Background: an optimization exercise with open tools, aiming at small area, a short achievable clock period and few clock cycles. Do not read the settings as production practice.
RTL that was checked went through simulation tests only; none was proved equivalent to the original.

==> flow/design.v (excerpt) <==
module FFT16_stream (
	input             i_clk,
	input             i_rst,
	input             i_valid,
	input      [15:0] i_re,
	input      [15:0] i_im,
	output            o_ready,
	output reg        o_valid,
	output reg [15:0] o_re,
	output reg [15:0] o_im
);
For scale: about 69 I/O pins, ~56,000 um^2 of cells after synthesis.
Settings: LEC_CHECK=0, CAP_MARGIN=20, CORE_MARGIN=2, CORE_UTILIZATION=70, CTS_CLUSTER_DIAMETER=80, CTS_CLUSTER_SIZE=25, PLACE_DENSITY=0.8, SETUP_SLACK_MARGIN=5, SLEW_MARGIN=20; clock period 10.0 ns.
standard.sh (not shown) runs the stock make flow with config.mk's settings and CLKGATE_MAP_FILE= SYNTH_SCRIPT=/design/flow/synth_recipe.tcl, a recipe that flattens the netlist after the stock synthesis.
==> flow/flow/run.sh <==
#!/bin/bash
# standard flow with a larger setup-slack margin for timing repair
sed 's/SETUP_SLACK_MARGIN=5 /SETUP_SLACK_MARGIN=6.7 /' standard.sh > standard_m.sh
bash standard_m.sh > flow.log 2>&1
Testbench counts at the start, summed over its fixed seeds: cycles 3,360.
Edit:
--- a/flow/design.v
+++ b/flow/design.v
@@ -223,36 +223,31 @@
 		end
 	end
 	wire [1:0]  k = q[1] ? {q[2], q[3]} : 2'd0;    
 	wire [23:0] rp, ip;
 	wire [17:0] r3, i3;
 	cmul_p u_rp (.a(i_re), .b5(1'b1), .id(1'b0), .p(rp), .a3(r3));
 	cmul_p u_ip (.a(i_im), .b5(1'b1), .id(1'b0), .p(ip), .a3(i3));
-	wire        pass = ~k[0];
 	reg  [1:0]  a_k, b_k;
-	reg  [15:0] a_rp, a_ip;
+	reg  [15:0] a_rp, a_ip, a_re, a_im;
 	reg  [9:0]  a_r3, a_i3;
 	reg         a_rb, a_ib;
 	always @(posedge i_clk) begin
 		a_k  <= k;
-		a_rp <= pass ? i_re : rp[23:8];
-		a_ip <= pass ? i_im : ip[23:8];
-		a_r3 <= pass ? 10'd0 : r3[17:8];
-		a_i3 <= pass ? 10'd0 : i3[17:8];
-		a_rb <= ~pass & (rp[7:0] < r3[7:0]);
-		a_ib <= ~pass & (ip[7:0] < i3[7:0]);
+		a_rp <= rp[23:8];  a_r3 <= r3[17:8];  a_rb <= (rp[7:0] < r3[7:0]);  a_re <= i_re;
+		a_ip <= ip[23:8];  a_i3 <= i3[17:8];  a_ib <= (ip[7:0] < i3[7:0]);  a_im <= i_im;
 	end
 	wire [15:0] mr, mi;
 	add16 u_mr (.a(a_rp), .b(~{{6{a_r3[9]}}, a_r3}), .ci(~a_rb), .s(mr));
 	add16 u_mi (.a(a_ip), .b(~{{6{a_i3[9]}}, a_i3}), .ci(~a_ib), .s(mi));
 	reg  [15:0] b_re, b_im;
 	always @(posedge i_clk) begin
 		b_k  <= a_k;
-		b_re <= mr;
-		b_im <= mi;
+		b_re <= a_k[0] ? mr : a_re;
+		b_im <= a_k[0] ? mi : a_im;
 	end
 	wire [15:0] msum, mdif;
 	add16 u_ms (.a(b_re), .b(b_im),  .ci(1'b0), .s(msum));
 	add16 u_md (.a(b_re), .b(~b_im), .ci(1'b1), .s(mdif));
 	always @(posedge i_clk) begin
 		case (b_k)
 			2'd1: begin o_re <= mdif;  o_im <= msum; o_nr <= 1'b0; end
@@ -300,51 +295,39 @@
 	wire       nt  = i_v & x1 & (k[1:0] != 2'd0);
 	reg  [15:0] e_op;
 	reg         e_b5;
 	always @(posedge i_clk) begin
 		e_op <= ntn ? i_ren : i_im;
 		e_b5 <= ntn ? (kn[1:0] == 2'd2) : (k[1:0] == 2'd2);
 	end
-	wire [23:0] ex  = {{8{e_op[15]}}, e_op};
-	wire [23:0] nm1 = ~(e_b5 ? (ex << 6) : (ex << 4));
-	wire [23:0] nm2 = ~(e_b5 ? (ex << 3) : 24'd0);
-	wire [9:0]  pl  = {2'b0, {8{e_op[15]}}} + {2'b0, nm1[7:0]} + {2'b0, nm2[7:0]} + 10'd2;
-	wire [15:0] hs  = e_op ^ nm1[23:8] ^ nm2[23:8];
-	wire [15:0] hc  = (e_op & nm1[23:8]) | (e_op & nm2[23:8]) | (nm1[23:8] & nm2[23:8]);
-	wire [15:0] eh;
-	addsk #(.W(16), .L(4)) u_h (.a(hs), .b({hc[14:0], 1'b0}), .ci(1'b0), .s(eh));
+	wire [23:0] ep;
 	wire [17:0] e3;
-	addsk #(.W(18), .L(5)) u_3 (.a({{2{e_op[15]}}, e_op}), .b({e_op[15], e_op, 1'b0}), .ci(1'b0), .s(e3));
-	wire        eb  = (pl[7:0] < e3[7:0]);
-	wire [1:0]  ecc = pl[9:8] + 2'd1 - {1'b0, eb};
+	cmul_p u_p (.a(e_op), .b5(e_b5), .id(1'b0), .p(ep), .a3(e3));
 	wire [9:0]  l62 = {2'b0, e3[2:0], 5'd0} + {2'b0, e_op[6:0], 1'b0} + {2'b0, {8{e_op[15]}}};
-	reg  [15:0] f_h;
+	reg  [15:0] f_p;
 	reg  [14:0] f_3;      
 	reg  [8:0]  f_a;      
-	reg  [1:0]  f_cc;
+	reg         f_b;
 	reg  [1:0]  f_c;
 	always @(posedge i_clk) begin
-		f_h  <= eh;
-		f_3  <= e3[17:3];
-		f_a  <= e_op[15:7];
-		f_cc <= ecc;
-		f_c  <= l62[9:8];
+		f_p <= ep[23:8];
+		f_3 <= e3[17:3];
+		f_a <= e_op[15:7];
+		f_b <= (ep[7:0] < e3[7:0]);
+		f_c <= l62[9:8];
 	end
 	wire [15:0] t_hi = {{6{f_3[14]}}, f_3[14:5]};      
 	wire [15:0] t_62 = {f_3[14], f_3};                  
 	wire [15:0] a_62 = {{7{f_a[8]}}, f_a};              
 	reg  [15:0] g_a, g_b;
 	wire [15:0] qa, qb;
 	wire [15:0] bs = t_62 ^ a_62 ^ {14'd0, f_c};
 	wire [15:0] bc = (t_62 & a_62) | (t_62 & {14'd0, f_c}) | (a_62 & {14'd0, f_c});
 	addsk #(.W(16), .L(4)) u_qb (.a(bs), .b({bc[14:0], 1'b0}), .ci(1'b0), .s(qb));
-	wire [15:0] t_n = ~t_hi;
-	wire [15:0] as = f_h ^ t_n ^ {14'd0, f_cc};
-	wire [15:0] ac = (f_h & t_n) | (f_h & {14'd0, f_cc}) | (t_n & {14'd0, f_cc});
-	addsk #(.W(16), .L(4)) u_qa (.a(as), .b({ac[14:0], 1'b0}), .ci(1'b0), .s(qa));
+	add16 u_qa (.a(f_p), .b(~t_hi), .ci(~f_b), .s(qa));
 	always @(posedge i_clk) begin
 		g_a <= qa;
 		g_b <= qb;
 	end
 	reg  [15:0] p1_re, p1_im, p2_re, p2_im;
 	reg  [2:0]  a_k, b_k;
 	reg         a_nt, b_nt, a_x1, b_x1;
Clock-buffer cell count fell by 4.
Core utilization decreases by 0.49 points.
Synthesized cell count went down by 0.32%.
Global-route usage climbs by 0.18 points.
Cell area came out higher by 0.98%.
Routed wire length came out higher by 2.2%.
Critical path depth stays the same.
Worst setup slack gets worse by 0.017 ns.
Via count goes up by 0.66%.
Area after synthesis rises by 1.3%.
Register-to-register slack is worse by 0.03 ns.
Flip-flop and latch count climbs by 29.
Testbench counts after the change, summed over its fixed seeds: cycles 3,360.

========
Another version of the RTL of FFT16_stream (not shown whole).
Size: ~5800 cells after synthesis, roughly 69 I/O pins.
==> flow/design.v (excerpt) <==
module FFT16_stream (
	input             i_clk,
	input             i_rst,
	input             i_valid,
	input      [15:0] i_re,
	input      [15:0] i_im,
	output            o_ready,
	output reg        o_valid,
	output reg [15:0] o_re,
	output reg [15:0] o_im
);
export LEC_CHECK = 0
export CAP_MARGIN = 20
export CORE_MARGIN = 2
export CORE_UTILIZATION = 70
export CTS_CLUSTER_DIAMETER = 80
export CTS_CLUSTER_SIZE = 25
export PLACE_DENSITY = 0.8
export SETUP_SLACK_MARGIN = 5
export SLEW_MARGIN = 20
create_clock -name core_clock -period 10.0 [get_ports {i_clk}]
Scripts as last shown in full above: flow/flow/run.sh
Change:
--- a/flow/design.v
+++ b/flow/design.v
@@ -56,12 +56,13 @@
 	wire [15:0] s2_ren;
 	sdf_stage #(.LD(1), .JOUT(0), .OREG(1)) st2 (.i_clk(i_clk), .i_rst(i_rst), .i_v(t2_v), .i_re(t2_re), .i_im(t2_im),
 		.i_nr(t2_nr), .o_v(s2_v), .o_re(s2_re), .o_im(s2_im), .o_nr(), .o_vn(s2_vn), .o_ren(s2_ren));
 	wire        t3_v, t3_nr;
 	wire [15:0] t3_re, t3_im;
 	tw3 u_tw3 (.i_clk(i_clk), .i_rst(i_rst), .i_v(s2_v), .i_re(s2_re), .i_im(s2_im),
+		.i_vn(s2_vn), .i_ren(s2_ren),
 		.o_v(t3_v), .o_re(t3_re), .o_im(t3_im), .o_nr(t3_nr));
 	wire        s3_v;
 	wire [15:0] s3_re, s3_im;
 	sdf_stage #(.LD(0), .JOUT(0), .OREG(0)) st3 (.i_clk(i_clk), .i_rst(i_rst), .i_v(t3_v), .i_re(t3_re), .i_im(t3_im),
 		.i_nr(t3_nr), .o_v(s3_v), .o_re(s3_re), .o_im(s3_im), .o_nr());
 	wire        r0_v, r1_v;
@@ -235,12 +236,14 @@
 module tw3 (
 	input             i_clk,
 	input             i_rst,
 	input             i_v,
 	input      [15:0] i_re,
 	input      [15:0] i_im,
+	input             i_vn,      
+	input      [15:0] i_ren,
 	output reg        o_v,
 	output reg [15:0] o_re,
 	output reg [15:0] o_im,
 	output reg        o_nr
 );
 	reg  [3:0] q;
@@ -257,26 +260,24 @@
 			a_v <= i_v;
 			b_v <= a_v;
 			c_v <= b_v;
 			o_v <= c_v;
 		end
 	end
+	wire [3:0] qn  = i_v ? q + 4'd1 : q;
+	wire [2:0] kn  = {qn[1], qn[2], qn[3]};
+	wire       ntn = i_vn & qn[0] & (kn[1:0] != 2'd0);    
 	wire [2:0] k   = {q[1], q[2], q[3]};
 	wire       x1  = q[0];
-	wire       nt  = i_v & x1 & (k[1:0] != 2'd0);    
-	reg  [15:0] p1_re, p1_im, p2_re, p2_im;
-	reg  [2:0]  a_k, b_k;
-	reg         a_nt, b_nt, a_x1, b_x1;
+	wire       nt  = i_v & x1 & (k[1:0] != 2'd0);
+	reg  [15:0] e_op;
+	reg         e_b5;
 	always @(posedge i_clk) begin
-		p1_re <= i_re;  p1_im <= i_im;
-		p2_re <= p1_re; p2_im <= p1_im;
-		a_k <= k;   a_nt <= nt;   a_x1 <= x1;
-		b_k <= a_k; b_nt <= a_nt; b_x1 <= a_x1;
+		e_op <= ntn ? i_ren : i_im;
+		e_b5 <= ntn ? (kn[1:0] == 2'd2) : e_b5;
 	end
-	wire [15:0] e_op = a_nt ? p1_im : i_re;
-	wire        e_b5 = a_nt ? (a_k[1:0] == 2'd2) : (k[1:0] == 2'd2);
 	wire [23:0] ep;
 	wire [17:0] e3;
 	cmul_p u_p (.a(e_op), .b5(e_b5), .id(1'b0), .p(ep), .a3(e3));
 	reg  [23:0] f_p;
 	reg  [17:0] f_3;
 	reg  [15:0] f_op;
@@ -290,12 +291,21 @@
 	cmul_62 u_62 (.a(f_op), .a3(f_3), .q(qb));
 	reg  [15:0] g_a, g_b;
 	always @(posedge i_clk) begin
 		g_a <= qa;
 		g_b <= qb;
 	end
+	reg  [15:0] p1_re, p1_im, p2_re, p2_im;
+	reg  [2:0]  a_k, b_k;
+	reg         a_nt, b_nt, a_x1, b_x1;
+	always @(posedge i_clk) begin
+		p1_re <= i_re;  p1_im <= i_im;
+		p2_re <= p1_re; p2_im <= p1_im;
+		a_k <= k;   a_nt <= nt;   a_x1 <= x1;
+		b_k <= a_k; b_nt <= a_nt; b_x1 <= a_x1;
+	end
 	reg         xs, ys, swp, nr;
 	always @(*) begin
 		case (b_k)
 			3'd1: begin xs = 1; ys = 0; swp = 0; nr = 0; end
 			3'd2: begin xs = 1; ys = 0; swp = 0; nr = 0; end
 			3'd3: begin xs = 0; ys = 1; swp = 1; nr = 0; end
After rerunning:
- The new run completed without violations
- sequential cell count climbs by 17
- worst setup slack gains 300 ps
- die area increases by 2.4%
- cell count rises by 1.4%
- non-clock buffer count went down by 135
- via count is higher by 2.4%
- maximum frequency came out higher by 9.1%
- routed wire length falls by 0.35%
- core utilization came out lower by 2.7 points
- synthesized area went up by 2.5%
- synthesized cell count grows by 2.6%
Testbench counts after the change, summed over its fixed seeds: cycles 3,360.
No functional check of the RTL was part of the first run of this note.

========
FFT16_stream, a different RTL version from the one above (not shown whole).
Size in the first run: ~5700 cells after synthesis, about 1400 flip-flops.
==> module tw3, before the edit <==
module tw3 (
	input             i_clk,
	input             i_rst,
	input             i_v,
	input      [15:0] i_re,
	input      [15:0] i_im,
	input             i_vn,      
	input      [15:0] i_ren,
	output reg        o_v,
	output reg [15:0] o_re,
	output reg [15:0] o_im,
	output reg        o_nr
);
	reg  [3:0] q;
	reg        a_v, b_v, c_v;
	always @(posedge i_clk or posedge i_rst) begin
		if (i_rst) begin
			q   <= 4'd0;
			a_v <= 1'b0;
			b_v <= 1'b0;
			c_v <= 1'b0;
			o_v <= 1'b0;
		end else begin
			if (i_v) q <= q + 4'd1;
			a_v <= i_v;
			b_v <= a_v;
			c_v <= b_v;
			o_v <= c_v;
		end
	end
	wire [3:0] qn  = i_v ? q + 4'd1 : q;
	wire [2:0] kn  = {qn[1], qn[2], qn[3]};
	wire       ntn = i_vn & qn[0] & (kn[1:0] != 2'd0);    
	wire [2:0] k   = {q[1], q[2], q[3]};
	wire       x1  = q[0];
	wire       nt  = i_v & x1 & (k[1:0] != 2'd0);
	reg  [15:0] e_op;
	reg         e_b5;
	always @(posedge i_clk) begin
		e_op <= ntn ? i_ren : i_im;
		e_b5 <= ntn ? (kn[1:0] == 2'd2) : e_b5;
	end
	wire [23:0] ep;
	wire [17:0] e3;
	cmul_p u_p (.a(e_op), .b5(e_b5), .id(1'b0), .p(ep), .a3(e3));
	reg  [23:0] f_p;
	reg  [17:0] f_3;
	reg  [15:0] f_op;
	always @(posedge i_clk) begin
		f_p  <= ep;
		f_3  <= e3;
		f_op <= e_op;
	end
	wire [15:0] qa, qb;
	cmul_q  u_q  (.p(f_p), .a3(f_3), .id(1'b0), .q(qa));
	cmul_62 u_62 (.a(f_op), .a3(f_3), .q(qb));
	reg  [15:0] g_a, g_b;
	always @(posedge i_clk) begin
		g_a <= qa;
		g_b <= qb;
	end
	reg  [15:0] p1_re, p1_im, p2_re, p2_im;
	reg  [2:0]  a_k, b_k;
	reg         a_nt, b_nt, a_x1, b_x1;
	always @(posedge i_clk) begin
		p1_re <= i_re;  p1_im <= i_im;
		p2_re <= p1_re; p2_im <= p1_im;
		a_k <= k;   a_nt <= nt;   a_x1 <= x1;
		b_k <= a_k; b_nt <= a_nt; b_x1 <= a_x1;
	end
	reg         xs, ys, swp, nr;
	always @(*) begin
		case (b_k)
			3'd1: begin xs = 1; ys = 0; swp = 0; nr = 0; end
			3'd2: begin xs = 1; ys = 0; swp = 0; nr = 0; end
			3'd3: begin xs = 0; ys = 1; swp = 1; nr = 0; end
			3'd4: begin xs = 0; ys = 0; swp = 1; nr = 1; end
			3'd5: begin xs = 1; ys = 0; swp = 1; nr = 1; end
			3'd6: begin xs = 0; ys = 1; swp = 0; nr = 1; end
			3'd7: begin xs = 0; ys = 1; swp = 0; nr = 1; end
			default: begin xs = 0; ys = 0; swp = 0; nr = 0; end
		endcase
	end
	wire        b5   = (b_k[1:0] == 2'd2);
	wire        sw   = b_x1 & swp;
	wire        ng   = b_x1 & nr;
	wire [15:0] yb   = b5 ? g_a : g_b;           
	wire [15:0] pa_r = b_nt ? (sw ? yb : g_a) : (sw ? p2_im : p2_re);
	wire [15:0] pa_i = b_nt ? (sw ? g_a : yb) : (sw ? p2_re : p2_im);
	reg  [15:0] h_re, h_im;
	reg         h_selr, h_seli, h_zr, h_zi, h_cr, h_ci, ng_d;
	always @(posedge i_clk) begin
		h_re   <= pa_r ^ {16{ng}};
		h_im   <= pa_i;
		h_selr <= sw | b5;            
		h_seli <= ~sw | b5;           
		h_zr   <= ~b_nt;
		h_zi   <= ~b_nt;
		h_cr   <= (b_nt & (sw ? ys : xs)) ^ ng;
		h_ci   <= b_nt & (sw ? xs : ys);
		ng_d   <= ng;
	end
	wire [15:0] br = (h_selr ? g_a : g_b) & {16{~h_zr}};
	wire [15:0] bi = (h_seli ? g_a : g_b) & {16{~h_zi}};
	always @(posedge i_clk) begin
		o_re <= h_re + (br ^ {16{h_cr}}) + {15'd0, h_cr};
		o_im <= h_im + (bi ^ {16{h_ci}}) + {15'd0, h_ci};
		o_nr <= ng_d;
	end
endmodule
export LEC_CHECK = 0
export CAP_MARGIN = 20
export CORE_MARGIN = 2
export CORE_UTILIZATION = 70
export CTS_CLUSTER_DIAMETER = 80
export CTS_CLUSTER_SIZE = 25
export PLACE_DENSITY = 0.8
export SETUP_SLACK_MARGIN = 5
export SLEW_MARGIN = 20
create_clock -name core_clock -period 10.0 [get_ports {i_clk}]
Scripts as last shown in full above: flow/flow/run.sh
Edit:
--- a/flow/design.v
+++ b/flow/design.v
@@ -269,21 +269,26 @@
 	wire [23:0] ep;
 	wire [17:0] e3;
 	cmul_p u_p (.a(e_op), .b5(e_b5), .id(1'b0), .p(ep), .a3(e3));
-	reg  [23:0] f_p;
-	reg  [17:0] f_3;
-	reg  [15:0] f_op;
+	wire [9:0]  l62 = {2'b0, e3[2:0], 5'd0} + {2'b0, e_op[6:0], 1'b0} + {2'b0, {8{e_op[15]}}};
+	reg  [15:0] f_p;
+	reg  [14:0] f_3;      
+	reg  [8:0]  f_a;      
+	reg         f_b;
+	reg  [1:0]  f_c;
 	always @(posedge i_clk) begin
-		f_p  <= ep;
-		f_3  <= e3;
-		f_op <= e_op;
+		f_p <= ep[23:8];
+		f_3 <= e3[17:3];
+		f_a <= e_op[15:7];
+		f_b <= (ep[7:0] < e3[7:0]);
+		f_c <= l62[9:8];
 	end
-	wire [15:0] qa, qb;
-	cmul_q  u_q  (.p(f_p), .a3(f_3), .id(1'b0), .q(qa));
-	cmul_62 u_62 (.a(f_op), .a3(f_3), .q(qb));
+	wire [15:0] t_hi = {{6{f_3[14]}}, f_3[14:5]};      
+	wire [15:0] t_62 = {f_3[14], f_3};                  
+	wire [15:0] a_62 = {{7{f_a[8]}}, f_a};              
 	reg  [15:0] g_a, g_b;
 	always @(posedge i_clk) begin
-		g_a <= qa;
-		g_b <= qb;
+		g_a <= f_p + ~t_hi + {15'd0, ~f_b};
+		g_b <= t_62 + a_62 + {14'd0, f_c};
 	end
 	reg  [15:0] p1_re, p1_im, p2_re, p2_im;
 	reg  [2:0]  a_k, b_k;
Worst hold slack gets better by 7.1 ps; clock-buffer cell count went down by 8; fmax went down by 1.6%; wire length went up by 5.0%; synthesized area barely changes.
No functional check of the RTL was part of any run of this note.

-- re-timing with driven ports --
In the flow no input, the clock included, has a driving cell. The finished layouts below were timed again as built, in two steps.
Step 1 sets driving cells, clkbuf_16 on the clock port and buf_2 on the other inputs (assumed; they add their load-dependent delay and slew).
Step 2 moves the port delays by t, midway between the first and last clock arrival at a register: inputs arrive t later, outputs are due t later. That takes back most of the time a late clock gives input paths.
Three values: no drivers, after step 1, after step 2; two values: the first two.
run | shift t [ns] | setup WS [ns] | latest minus earliest clock arrival (ns) | cell pins on the clock port's net
the first run of note 1 | 0.712 | 6.730 / 6.660 / 6.315 | 0.033 / 0.033 | 1
the second run of note 1 | 0.708 | 6.713 / 6.642 / 6.361 | 0.032 / 0.032 | 1
the first run of note 2 | 0.704 | 6.353 / 6.353 / 6.185 | 0.036 / 0.036 | 1
the second run of note 2 | 0.712 | 6.657 / 6.657 / 6.337 | 0.028 / 0.028 | 1
the first run of note 3 | 0.715 | 6.230 / 6.230 / 6.212 | 0.033 / 0.032 | 1
the second run of note 3 | 0.716 | 6.168 / 6.168 / 6.168 | 0.034 / 0.033 | 1
After both steps setup and hold are still met in every run listed. The setup slack of the first run of note 1, which loses most, moves by -0.070 ns with the drivers and by -0.415 ns with both steps.
